From an optimization exercise on the open Yosys and OpenROAD flow, aimed at small area and a short achievable clock period; shortcuts taken in it are not production practice.
The RTL was checked by simulation tests, not by an equivalence proof against the original design.
No activity file was given, so power comes from the tool's default toggle rates.

Setup of main:
==> flow/design.v (excerpt) <==
module datapath(
	input clk,
	input clr,
	input RW,
	input [3:0] DA,
	input [3:0] AA,
	input [3:0] BA,
	input MB,
	input [2:0] FS,
	input MD,
	input [15:0] const_in,
	input [15:0] data_in,
	output [15:0] addr_out,
	output [15:0] data_out,
	output [15:0] f_out,
	output zero_flag
	);
Size: about 100 I/O pins.
Settings: LEC_CHECK=0, CAP_MARGIN=20, CORE_MARGIN=2, CORE_UTILIZATION=55, SLEW_MARGIN=20, SYNTH_HIERARCHICAL=1; clock period 17.0 ns.
standard.sh (not shown) runs the stock make flow with config.mk's settings and CLKGATE_MAP_FILE= SYNTH_SCRIPT=/design/flow/synth_recipe.tcl, a recipe that flattens the netlist after the stock synthesis.
==> flow/flow/run.sh <==
#!/bin/bash
# Standard layout, with plain buffers (not delay cells) on the ports and a
# smaller clock tree without dummy loads.
set -euo pipefail
export BUFFER_PORTS_ARGS="-buffer_cell sky130_fd_sc_hd__buf_2"
export CTS_ARGS="-sink_clustering_enable -repair_clock_nets -dont_use_dummy_load -buf_list {sky130_fd_sc_hd__clkbuf_8} -sink_clustering_size 14 -sink_clustering_max_diameter 80"
bash standard.sh > standard_flow.log 2>&1
main went all the way through the flow, and no timing, DRC or antenna check failed.
Inputs modified between main and the feature branch:
==> flow/flow/run.sh <==
#!/bin/bash
# Standard layout, with plain buffers (not delay cells) on the ports and a
# smaller clock tree without dummy loads.
set -euo pipefail
export BUFFER_PORTS_ARGS="-buffer_cell sky130_fd_sc_hd__buf_2"
export CTS_ARGS="-sink_clustering_enable -repair_clock_nets -dont_use_dummy_load -buf_list {sky130_fd_sc_hd__clkbuf_8} -sink_clustering_size 14 -sink_clustering_max_diameter 80"
export SETUP_SLACK_MARGIN=7.2
export SETUP_MOVE_SEQUENCE=sizeup,swap
bash standard.sh > standard_flow.log 2>&1
Notes after the runs:
Changes observed in the feature branch relative to main: filler cell count in the final layout lower, first-pass GRT wire length now sits higher, detailed-routed wire length on met3 -200 um.
Diff main -> the feature branch | total leakage power | up slightly
Number of nets in the finished design: main vs the feature branch, no meaningful difference
main and the feature branch ended up with nearly the same total cell area at the placement stage.
Taking main as the reference point, the worst hold slack of the feature branch rises by 0.0044 ns.
Number of non-clock buffers in the layout is lower on the feature branch
The area growth from synthesis to layout reported for the feature branch is greater than that of main by 3.8 points.
Aggregate negative setup slack: main vs the feature branch identical

## run A
Another version of the RTL of datapath (not shown whole).
Size in the first run: about 1100 cells after synthesis, ~260 flip-flops, ~100 I/O pins, roughly 12000 um2 of cells after synthesis.
export LEC_CHECK = 0
export CAP_MARGIN = 20
export CORE_MARGIN = 2
export CORE_UTILIZATION = 55
export SLEW_MARGIN = 20
export SYNTH_HIERARCHICAL = 1
create_clock -name core_clock -period 17.0 [get_ports {clk}]
==> flow/flow/run.sh <==
#!/bin/bash
# Standard layout, with plain buffers (not delay cells) on the ports and a
# smaller clock tree without dummy loads.
set -euo pipefail
export BUFFER_PORTS_ARGS="-buffer_cell sky130_fd_sc_hd__buf_2"
export CTS_ARGS="-sink_clustering_enable -repair_clock_nets -dont_use_dummy_load -buf_list {sky130_fd_sc_hd__clkbuf_8} -sink_clustering_size 18 -sink_clustering_max_diameter 80"
bash standard.sh > standard_flow.log 2>&1
Edits applied to the flow inputs when going from run A to run B:
- changing CORE_UTILIZATION from 55 to 60
==> flow/flow/run.sh <==
#!/bin/bash
# Standard layout, with plain buffers (not delay cells) on the ports and a
# clock tree of small buffers without dummy loads.
set -euo pipefail
export BUFFER_PORTS_ARGS="-buffer_cell sky130_fd_sc_hd__buf_2"
export CTS_ARGS="-sink_clustering_enable -repair_clock_nets -dont_use_dummy_load -buf_list {sky130_fd_sc_hd__clkbuf_4 sky130_fd_sc_hd__clkbuf_8}"
export SETUP_SLACK_MARGIN=7.5
bash standard.sh > standard_flow.log 2>&1
### Flow results
Run B gives more clock buffer count in the final layout than run A did.
Run A and run B ended up with nearly the same proportion of power drawn by combinational gates.
The final cell area excluding filler cells in run A is 0.917 times that in run B.
Changes observed in run B relative to run A: worst clock skew went up by 0.043 ns; multi-input gate share of total cell area went down by 2.1 points; hold slack went down by 0.019 ns; final clock period utilization by the worst path went down by 2.8 points.
Compared with run A, in run B final total power now sits higher, count of port buffers added during placement now sits at about the same level, filler cell count now sits lower.
The following lists how run C was set up differently from run B:
- a change of CORE_UTILIZATION from 60 to 40
==> flow/flow/run.sh <==
#!/bin/bash
# Standard layout, with plain buffers (not delay cells) on the ports.
set -euo pipefail
export BUFFER_PORTS_ARGS="-buffer_cell sky130_fd_sc_hd__buf_2"
bash standard.sh > standard_flow.log 2>&1
## What came out
Run C: full flow OK, the timing, design-rule and antenna checks passed
In run C, the global-route wire length before repair came out 2.1% below the value in run B.
On final critical delay including setup and external delays: between run B and run C, it ends up higher for run C.
Delta (run C minus run B): antenna diode instance count -2; proportion of cell area occupied by registers +0.90 points.
Input changes introduced in run D (baseline for comparison: run C):
- a change of CORE_UTILIZATION from 40 to 60
==> flow/flow/run.sh <==
#!/bin/bash
# Standard layout, with plain buffers (not delay cells) on the ports and a
# clock tree of small buffers without dummy loads.
set -euo pipefail
export BUFFER_PORTS_ARGS="-buffer_cell sky130_fd_sc_hd__buf_2"
export CTS_ARGS="-sink_clustering_enable -repair_clock_nets -dont_use_dummy_load -buf_list {sky130_fd_sc_hd__clkbuf_4 sky130_fd_sc_hd__clkbuf_8}"
bash standard.sh > standard_flow.log 2>&1
- In the flow results for run C and run D, the maximum net fanout on the critical path is smaller on run C.
- On highest achievable clock rate, run D tracks run C almost exactly.
- Re clock buffer count: run C was lower than run D.
- Initial core utilization in run D vs run C: up 21 points

Another version of the RTL of datapath (not shown whole).
Size: ~100 I/O pins, about 12000 sq um of cells after synthesis.
// datapath
module datapath(
	input clk,
	input clr,
	input RW,
	input [3:0] DA,
	input [3:0] AA,
	input [3:0] BA,
	input MB,
	input [2:0] FS,
	input MD,
	input [15:0] const_in,
	input [15:0] data_in,
	output [15:0] addr_out,
	output [15:0] data_out,
	output [15:0] f_out,
	output zero_flag
	);
Settings: LEC_CHECK=0, CAP_MARGIN=20, CORE_MARGIN=2, CORE_UTILIZATION=65, SLEW_MARGIN=20, SYNTH_HIERARCHICAL=1; clock period 17.0 ns.
==> flow/flow/run.sh <==
#!/bin/bash
# Standard layout, with plain buffers (not delay cells) on the ports and a
# smaller clock tree without dummy loads.
set -euo pipefail
export BUFFER_PORTS_ARGS="-buffer_cell sky130_fd_sc_hd__buf_1"
export CTS_ARGS="-sink_clustering_enable -repair_clock_nets -dont_use_dummy_load -buf_list {sky130_fd_sc_hd__clkbuf_4 sky130_fd_sc_hd__clkbuf_8} -sink_clustering_size 9 -sink_clustering_max_diameter 60"
export SETUP_SLACK_MARGIN=7.5
export SETUP_MOVE_SEQUENCE=sizeup,swap
bash standard.sh > standard_flow.log 2>&1
The baseline passed the timing, design-rule and antenna checks.
Change:
==> flow/flow/run.sh (replaced) <==
#!/bin/bash
# Standard layout, with plain buffers (not delay cells) on the ports and a
# smaller clock tree without dummy loads.
set -euo pipefail
export BUFFER_PORTS_ARGS="-buffer_cell sky130_fd_sc_hd__buf_1"
export CTS_ARGS="-sink_clustering_enable -repair_clock_nets -dont_use_dummy_load -buf_list {sky130_fd_sc_hd__clkbuf_8} -sink_clustering_size 14 -sink_clustering_max_diameter 80"
export SETUP_SLACK_MARGIN=7.0
export SETUP_MOVE_SEQUENCE=sizeup,swap
bash standard.sh > standard_flow.log 2>&1
--- a/flow/config.mk
+++ b/flow/config.mk
@@ -8 +8 @@
-export CAP_MARGIN = 20
+export CAP_MARGIN = 5
@@ -10,2 +10,2 @@
-export CORE_UTILIZATION = 65
-export SLEW_MARGIN = 20
+export CORE_UTILIZATION = 55
+export SLEW_MARGIN = 5
After rerunning: The changed run finished clean; clock skew went down by 8.1 ps; wire length went up by 1.7%; worst setup slack got worse by 19 ps; die area went up by 18%; power went down by 6.9%; non-clock buffer count went down by 1; synthesized cell count does not change.

datapath again, from the RTL that the note above started with.
clock: 17.0 ns
lec_check: 0
cap_margin: 20
core_margin: 2
core_utilization: 65
slew_margin: 20
synth_hierarchical: 1
==> flow/flow/run.sh <==
#!/bin/bash
# Standard layout, with plain buffers (not delay cells) on the ports and a
# smaller clock tree without dummy loads.
set -euo pipefail
export BUFFER_PORTS_ARGS="-buffer_cell sky130_fd_sc_hd__buf_1"
export CTS_ARGS="-sink_clustering_enable -repair_clock_nets -dont_use_dummy_load -buf_list {sky130_fd_sc_hd__clkbuf_8} -sink_clustering_size 14 -sink_clustering_max_diameter 80"
export SETUP_SLACK_MARGIN=8.2
export SETUP_MOVE_SEQUENCE=sizeup,swap
bash standard.sh > standard_flow.log 2>&1
The baseline completed without violations.
Rerun with:
--- a/flow/flow/run.sh
+++ b/flow/flow/run.sh
@@ -6,3 +6,3 @@
 export CTS_ARGS="-sink_clustering_enable -repair_clock_nets -dont_use_dummy_load -buf_list {sky130_fd_sc_hd__clkbuf_8} -sink_clustering_size 14 -sink_clustering_max_diameter 80"
-export SETUP_SLACK_MARGIN=8.2
+export SETUP_SLACK_MARGIN=7.5
 export SETUP_MOVE_SEQUENCE=sizeup,swap
Outcome: The changed run finished clean. Sequential power barely changes. Final area hardly moves. First-iteration DRC count increases by 0.62%. Cell count increases by 0.38%. Global-route usage decreases by 1.2 points. Clock-buffer cell count stays the same.
Rerun with:
CORE_UTILIZATION = 55   (was 65)
The changed run completed without violations.
Power is higher by 1.4%.
Routed wire length is higher by about 6%.
Utilization is lower by 11 points.
Clock power is higher by about 3%.
Critical path depth does not change.
Cell area is higher by about 0.8%.
Clock-buffer cell count is higher by 1.
Combinational power is higher by about 3%.
Rerun with:
--- a/flow/flow/run.sh
+++ b/flow/flow/run.sh
@@ -6,3 +6,3 @@
 export CTS_ARGS="-sink_clustering_enable -repair_clock_nets -dont_use_dummy_load -buf_list {sky130_fd_sc_hd__clkbuf_8} -sink_clustering_size 14 -sink_clustering_max_diameter 80"
-export SETUP_SLACK_MARGIN=7.5
+export SETUP_SLACK_MARGIN=6.8
 export SETUP_MOVE_SEQUENCE=sizeup,swap
Result: Worst hold slack stays flat; area after synthesis stays the same; routed wire length falls by 3.5%; final area falls by 0.66%; core utilization falls by 0.42 points; clock power hardly moves.

re-timing with driven ports:
Ports are ideal in the flow. The routed layouts listed here were re-timed in OpenROAD. Step 1 assumes that a clkbuf_16 drives the clock port and a buf_2 every other input. Step 2 times the ports against the registers' clock, not the clock port: input delays grow and output delays shrink by t, the midpoint of the rising clock arrivals with the driver on. Three values: ideal ports, drivers, drivers and shift; two values: the first two.
| run | t (ns) | slack for setup (ns) | worst register clock-pin slew, ns | worst data-port slew with drivers (ns) |
|---|---|---|---|---|
| main | 0.578 | 6.164 / 6.143 / 6.143 | 0.10 / 0.10 | 0.03 |
| the feature branch | 0.594 | 6.835 / 6.789 / 6.789 | 0.10 / 0.10 | 0.07 |
| run A | 0.593 | 5.864 / 5.841 / 5.841 | 0.12 / 0.12 | 0.07 |
| run B | 0.569 | 6.342 / 6.266 / 6.266 | 0.07 / 0.07 | 0.08 |
| run C | 0.587 | 6.050 / 6.004 / 6.004 | 0.06 / 0.06 | 0.05 |
| run D | 0.568 | 6.066 / 6.045 / 6.045 | 0.07 / 0.07 | 0.08 |
| the first run of note 3 | 0.560 | 6.756 / 6.709 / 6.709 | 0.07 / 0.07 | 0.09 |
| the second run of note 3 | 0.582 | 6.737 / 6.677 / 6.677 | 0.10 / 0.10 | 0.09 |
| the first run of note 4 | 0.609 | 6.704 / 6.638 / 6.638 | 0.10 / 0.10 | 0.11 |
| the second run of note 4 | 0.599 | 6.784 / 6.710 / 6.710 | 0.11 / 0.11 | 0.10 |
| the third run of note 4 | 0.580 | 6.751 / 6.683 / 6.683 | 0.10 / 0.10 | 0.09 |
| the fourth run of note 4 | 0.597 | 6.690 / 6.629 / 6.629 | 0.10 / 0.10 | 0.09 |
After both steps every run listed still meets setup and hold. The setup slack of run B, which loses most, moves by -0.076 ns with the drivers and by -0.076 ns with both steps.
